From an optimization exercise on the open Yosys and OpenROAD flow, aimed at small area, a short achievable clock period and few clock cycles; shortcuts taken in it are not production practice. In this exercise RTL edits were held to simulation tests only and were not proved equivalent to the original. Power and IR drop assume default switching activity.

==> flow/design.v <==
`timescale 1ns / 1ps
module addp #(parameter N = 32, parameter L = 5) (
    input  [N-1:0] a, b,
    input          cin,
    output [N-1:0] s,
    output         cout
    );
    wire [N-1:0] p = a ^ b;
    wire [N-1:0] g0 = a & b;
    wire [N-1:0] G [0:L];
    wire [N-1:0] P [0:L];
    assign G[0] = {g0[N-1:1], g0[0] | (p[0] & cin)};
    assign P[0] = p;
    genvar l, i;
    generate
        for (l = 0; l < L; l = l + 1) begin : lv
            for (i = 0; i < N; i = i + 1) begin : bt
                if ((i >> l) & 1) begin : cmb
                    localparam integer J = ((i >> l) << l) - 1;
                    assign G[l+1][i] = G[l][i] | (P[l][i] & G[l][J]);
                    assign P[l+1][i] = P[l][i] & P[l][J];
                end else begin : pass
                    assign G[l+1][i] = G[l][i];
                    assign P[l+1][i] = P[l][i];
                end
            end
        end
    endgenerate
    wire [N:0] c = {G[L], cin};
    assign s = p ^ c[N-1:0];
    assign cout = c[N];
endmodule
module ALU(
    input [9:0] op,
    input [31:0] x, y,
    input [4:0] sa,
    output [31:0] Sa, Sd,
    output lts, ltu,
    output [31:0] Re
    );
    wire ca, cd;
    addp #(32, 5) add(.a(x), .b(y),  .cin(1'b0), .s(Sa), .cout(ca));
    addp #(32, 5) dif(.a(x), .b(~y), .cin(1'b1), .s(Sd), .cout(cd));
    assign ltu = ~cd;
    assign lts = (x[31] ^ y[31]) ? x[31] : Sd[31];
    wire [31:0] shl = y << sa;
    wire [31:0] shr = $signed({op[9] & y[31], y}) >>> sa;
    assign Re = ({32{op[2]}} & (x & y))
              | ({32{op[3]}} & (x | y))
              | ({32{op[4]}} & ~(x | y))
              | ({32{op[7]}} & shl)
              | ({32{op[8] | op[9]}} & shr[31:0]);
endmodule
`timescale 1ns / 1ps
module RegFile(
    input CLK, WE,
    input [31:1] R1H,
    input [4:0] R2, RW,
    input [31:0] Din,
    output reg [31:0] A, B,
    output [31:0] R31v
    );
    reg [31:0] regs[1:31];
    integer k;
    always @(*) begin
        A = 32'b0;
        B = 32'b0;
        for (k = 1; k < 32; k = k + 1) begin
            A = A | ({32{R1H[k]}} & regs[k]);
            B = B | ({32{R2 == k}} & regs[k]);
        end
    end
    assign R31v = regs[31];
    always @(posedge CLK) begin
        if (WE && RW != 5'd0)
            regs[RW] <= Din;
    end
endmodule
`timescale 1ns / 1ps
module cpu(
        input clk,
        input rst,
        output [9:0] imem_addr,
        input [31:0] imem_rdata,
        output [9:0] dmem_addr,
        output [31:0] dmem_wdata,
        output [1:0] dmem_we,
        input [31:0] dmem_rdata,
        output [31:0] display_out,
        output display_valid,
        output halted
    );
    reg [31:0] pc;       
    reg        halt_r;
    assign halted = halt_r;
    assign imem_addr = pc[11:2];
    wire [31:0] inst = imem_rdata;
    wire [5:0]  f_op = inst[31:26];
    wire [5:0]  f_fn = inst[5:0];
    wire f_rtype  = (f_op == 6'h00);
    wire f_add    = f_rtype & ((f_fn == 6'h20) | (f_fn == 6'h21));
    wire f_sub    = f_rtype & ((f_fn == 6'h22) | (f_fn == 6'h23));
    wire f_and    = f_rtype & (f_fn == 6'h24);
    wire f_or     = f_rtype & (f_fn == 6'h25);
    wire f_nor    = f_rtype & (f_fn == 6'h27);
    wire f_slt    = f_rtype & (f_fn == 6'h2a);
    wire f_sltu   = f_rtype & (f_fn == 6'h2b);
    wire f_sll    = f_rtype & (f_fn == 6'h00);
    wire f_srl    = f_rtype & (f_fn == 6'h02);
    wire f_sra    = f_rtype & (f_fn == 6'h03);
    wire f_jr     = f_rtype & (f_fn == 6'h08);
    wire f_sys    = f_rtype & (f_fn == 6'h0c);
    wire f_j      = (f_op == 6'h02);
    wire f_jal    = (f_op == 6'h03);
    wire f_beq    = (f_op == 6'h04);
    wire f_bne    = (f_op == 6'h05);
    wire f_bgez   = (f_op == 6'h01);
    wire f_addi   = (f_op == 6'h08);
    wire f_addiu  = (f_op == 6'h09);
    wire f_slti   = (f_op == 6'h0a);
    wire f_sltiu  = (f_op == 6'h0b);
    wire f_andi   = (f_op == 6'h0c);
    wire f_ori    = (f_op == 6'h0d);
    wire f_lw     = (f_op == 6'h23);
    wire f_sw     = (f_op == 6'h2b);
    wire f_sh     = (f_op == 6'h29);
    wire f_ralu   = f_add | f_sub | f_and | f_or | f_nor | f_slt | f_sltu | f_sll | f_srl | f_sra;
    wire f_ialu   = f_addi | f_addiu | f_slti | f_sltiu | f_andi | f_ori;
    wire [9:0] f_aluop = {f_sra, f_srl, f_sll, f_sltu | f_sltiu, f_slt | f_slti,
                          f_nor, f_or | f_ori, f_and | f_andi, f_sub, f_add | f_addi | f_addiu};
    wire [4:0] f_wr   = f_jal ? 5'd31 : f_rtype ? inst[15:11] : inst[20:16];
    wire [4:0] f_rs   = f_sys ? 5'd2 : inst[25:21];
    reg  [31:1] f_rsh;
    integer h;
    always @(*) for (h = 1; h < 32; h = h + 1) f_rsh[h] = (f_rs == h);
    wire       f_we   = (f_ralu | f_ialu | f_lw | f_jal) & (f_wr != 5'd0);
    wire [31:0] pc4  = pc + 32'd4;
    wire [29:0] btgt_w;
    wire        btgt_co;
    addp #(30, 5) badd(.a(pc[31:2]), .b({{14{inst[15]}}, inst[15:0]}), .cin(1'b1), .s(btgt_w), .cout(btgt_co));
    wire [31:0] btgt = {btgt_w, pc[1:0]};
    wire [31:0] jtgt = {pc4[31:28], inst[25:0], 2'b00};
    wire [31:0] R31v;
    wire f_jump  = f_j | f_jal;
    wire f_bpred = f_bne | f_bgez | (f_beq & (inst[15] | (inst[25:21] == inst[20:16])));
    wire f_taken = f_jump | f_bpred | f_jr;
    wire [31:0] f_next = f_jump ? jtgt : f_bpred ? btgt : f_jr ? R31v : pc4;
    wire [31:0] f_alt  = f_jr ? R31v : f_taken ? pc4 : btgt;
    reg        d_valid, d_pred;
    reg [25:0] d_ir;
    reg [31:1] d_rsh;    
    reg [31:0] d_alt;
    reg [9:0]  d_aluop;
    reg [4:0]  d_wr;
    reg d_ialu, d_sext, d_we, d_lw, d_jal, d_st, d_sh, d_beq, d_bne, d_bgez, d_jr, d_sys;
    wire [4:0] d_rs = d_ir[25:21];
    wire [4:0] d_rt = d_ir[20:16];
    reg        e_valid, e_pred;
    reg [31:0] e_A, e_Y, e_alt;     
    reg [4:0]  e_sa;
    reg [9:0]  e_ea;     
    reg [9:0]  aluop;
    reg [4:0]  e_wr;
    reg e_we, e_lw, e_jal, e_st, e_sh, e_beq, e_bne, e_bgez, e_jr, e_sys;
    wire [31:0] rA, rB;
    wire [31:0] wdata;
    wire        e_wen = e_valid & e_we;
    reg        w_we;
    reg [4:0]  w_wr;
    reg [31:0] w_data;
    RegFile RegFile(
        .CLK(clk), .WE(w_we),
        .R1H(d_rsh), .R2(d_rt), .RW(w_wr),
        .Din(w_data),
        .A(rA), .B(rB),
        .R31v(R31v)
    );
    wire fwdA  = e_wen & (e_wr == d_rs);
    wire fwdB  = e_wen & (e_wr == d_rt);
    wire wfwdA = w_we & (w_wr == d_rs);
    wire wfwdB = w_we & (w_wr == d_rt);
    wire [31:0] d_rA = wfwdA ? w_data : rA;
    wire [31:0] d_rB = wfwdB ? w_data : rB;
    wire [31:0] d_A = ({32{fwdA & aluop[0]}} & Sa) | ({32{fwdA & aluop[1]}} & Sd)
                    | ({32{fwdA}} & (wd_cmp | wd_early)) | ({32{~fwdA}} & d_rA);
    wire [31:0] d_B = ({32{fwdB & aluop[0]}} & Sa) | ({32{fwdB & aluop[1]}} & Sd)
                    | ({32{fwdB}} & (wd_cmp | wd_early)) | ({32{~fwdB}} & d_rB);
    wire [31:0] d_Y = d_ialu ? {{16{d_ir[15] & d_sext}}, d_ir[15:0]} : d_B;
    wire [11:0] d_ea;
    wire        d_ea_co;
    addp #(12, 4) eadd(.a(d_rA[11:0]), .b(d_ir[11:0]), .cin(1'b0), .s(d_ea), .cout(d_ea_co));
    wire [31:0] Sa, Sd, Re;
    wire        lts, ltu;
    ALU ALU(.op(aluop), .x(e_A), .y(e_Y), .sa(e_sa), .Sa(Sa), .Sd(Sd), .lts(lts), .ltu(ltu), .Re(Re));
    wire [31:0] wd_early = e_lw ? dmem_rdata : e_jal ? e_alt : Re;
    wire [31:0] wd_cmp   = {31'b0, (aluop[5] & lts) | (aluop[6] & ltu)};
    assign wdata = ({32{aluop[0]}} & Sa) | ({32{aluop[1]}} & Sd) | wd_cmp | wd_early;
    assign dmem_addr  = e_ea;
    assign dmem_wdata = e_Y;
    assign dmem_we    = {2{e_valid & e_st}} & {1'b1, ~e_sh};
    wire taken    = (e_beq & (e_A == e_Y)) | (e_bne & (e_A != e_Y)) | (e_bgez & ~e_A[31]);
    wire br_miss  = (e_beq | e_bne | e_bgez) & (taken ^ e_pred);
    wire jr_miss  = e_jr & (e_A != e_alt);
    wire redirect = e_valid & (br_miss | jr_miss);
    wire [31:0] rtgt = e_jr ? e_A : e_alt;
    wire sys      = e_valid & e_sys;
    wire halt_now = sys & (e_A == 32'd10);
    assign display_valid = sys;
    assign display_out   = e_Y;
    wire kill     = redirect | halt_now | halt_r;
    wire f_mem    = f_lw | f_sw | f_sh;
    wire stall    = f_mem & d_valid & d_we & (d_wr == inst[25:21]);
    always @(posedge clk) begin
        if (rst) begin
            pc            <= 32'd0;
            d_valid       <= 1'b0;
            e_valid       <= 1'b0;
            halt_r        <= 1'b0;
            w_we          <= 1'b0;
        end else begin
            w_we          <= e_wen;
            if (redirect | ~stall) pc <= redirect ? rtgt : f_next;
            d_valid       <= ~(kill | stall);
            e_valid       <= d_valid & ~kill;
            if (halt_now) halt_r <= 1'b1;
        end
        w_wr   <= e_wr;
        w_data <= wdata;
        d_ir    <= {f_rs, f_sys ? 5'd4 : inst[20:16], inst[15:0]};
        d_rsh   <= f_rsh;
        d_pred  <= f_taken;
        d_alt   <= f_alt;
        d_aluop <= f_aluop;
        d_ialu  <= f_ialu;
        d_sext  <= ~(f_addiu | f_sltiu);
        d_we    <= f_we;
        d_wr    <= f_wr;
        d_lw    <= f_lw;
        d_jal   <= f_jal;
        d_st    <= f_sw | f_sh;
        d_sh    <= f_sh;
        d_beq   <= f_beq;
        d_bne   <= f_bne;
        d_bgez  <= f_bgez;
        d_jr    <= f_jr;
        d_sys   <= f_sys;
        e_A     <= d_A;
        e_Y     <= d_Y;
        e_sa    <= d_ir[10:6];
        e_ea    <= d_ea[11:2];
        e_pred  <= d_pred;
        e_alt   <= d_alt;
        aluop   <= d_aluop;
        e_we    <= d_we;
        e_wr    <= d_wr;
        e_lw    <= d_lw;
        e_jal   <= d_jal;
        e_st    <= d_st;
        e_sh    <= d_sh;
        e_beq   <= d_beq;
        e_bne   <= d_bne;
        e_bgez  <= d_bgez;
        e_jr    <= d_jr;
        e_sys   <= d_sys;
    end
endmodule
clock: 10.0 ns
lec_check: 0
cap_margin: 20
core_margin: 2
core_utilization: 50
cts_buf_list: sky130_fd_sc_hd__clkbuf_8
cts_cluster_diameter: 50
cts_cluster_size: 15
slew_margin: 20
standard.sh (not shown) runs the stock make flow with config.mk's settings and CLKGATE_MAP_FILE= SYNTH_SCRIPT=/design/flow/synth_recipe.tcl, a recipe that flattens the netlist after the stock synthesis.
==> flow/flow/run.sh <==
#!/bin/bash
# The standard layout, with timing repair aiming at 6 ns of setup slack
# (a 4 ns period) instead of 0 at the design's 10 ns clock.
set -euo pipefail
bash standard.sh SETUP_SLACK_MARGIN=6 finish > standard_flow.log 2>&1
Testbench counts at the start, summed over its fixed seeds: cycles 80,205.
Then changed:
--- a/flow/design.v
+++ b/flow/design.v
@@ -85,10 +85,10 @@
         output [9:0] dmem_addr,
         output [31:0] dmem_wdata,
         output [1:0] dmem_we,
         input [31:0] dmem_rdata,
-        output [31:0] display_out,
-        output display_valid,
+        output reg [31:0] display_out,
+        output reg display_valid,
         output halted
     );
     reg [31:0] pc;       
     reg        halt_r;
@@ -204,10 +204,8 @@
     wire redirect = e_valid & (br_miss | jr_miss);
     wire [31:0] rtgt = e_jr ? e_A : e_alt;
     wire sys      = e_valid & e_sys;
     wire halt_now = sys & (e_A == 32'd10);
-    assign display_valid = sys;
-    assign display_out   = e_Y;
     wire kill     = redirect | halt_now | halt_r;
     wire f_mem    = f_lw | f_sw | f_sh;
     wire stall    = f_mem & d_valid & d_we & (d_wr == inst[25:21]);
     always @(posedge clk) begin
@@ -215,16 +213,19 @@
             pc            <= 32'd0;
             d_valid       <= 1'b0;
             e_valid       <= 1'b0;
             halt_r        <= 1'b0;
+            display_valid <= 1'b0;
             w_we          <= 1'b0;
         end else begin
             w_we          <= e_wen;
             if (redirect | ~stall) pc <= redirect ? rtgt : f_next;
             d_valid       <= ~(kill | stall);
             e_valid       <= d_valid & ~kill;
             if (halt_now) halt_r <= 1'b1;
+            display_valid <= sys;
         end
+        if (sys) display_out <= e_Y;
         w_wr   <= e_wr;
         w_data <= wdata;
         d_ir    <= {f_rs, f_sys ? 5'd4 : inst[20:16], inst[15:0]};
         d_rsh   <= f_rsh;
What happened:
- The new run produced a clean layout
- global-route usage is lower by 0.52 points
- routed wire length fell by 0.33%
- total power goes up by 1.6%
- non-clock buffer count came out lower by 26
- setup slack improves by 0.11 ns
- utilization hardly moves
- via count barely changes
- final cell count stays flat
- sequential power is higher by about 3%
- hold slack improved by 0.011 ns
- synthesized area climbs by 1.5%
- first-iteration DRC count grows by 2.9%
Testbench counts after the change, summed over its fixed seeds: cycles 80,205.

-- port drivers added, routing unchanged --
How much do the figures lean on ideal ports? The routed layouts below were timed once more, with nothing changed but the port constraints.
Step 1: set_driving_cell puts a clkbuf_16 on clk and a buf_2 on each other input, an assumption about the parent block.
Step 2 times the ports against the registers' clock, not the clock port: input delays grow and output delays shrink by t, the midpoint of the rising clock arrivals with the driver on.
Slacks: ideal / step 1 / step 2; pairs: ideal / step 1.
run | t (ns) | setup WS [ns] | slew at the worst register clock pin (ns) | cell pins on the clock port's net
the first run | 1.004 | 5.748 / 5.748 / 4.982 | 0.10 / 0.10 | 1
the second run | 0.986 | 5.861 / 5.839 / 5.126 | 0.10 / 0.10 | 1
After both steps every run listed still meets setup and hold. The setup slack of the first run, which loses most, moves by 0.000 ns with the drivers and by -0.766 ns with both steps.
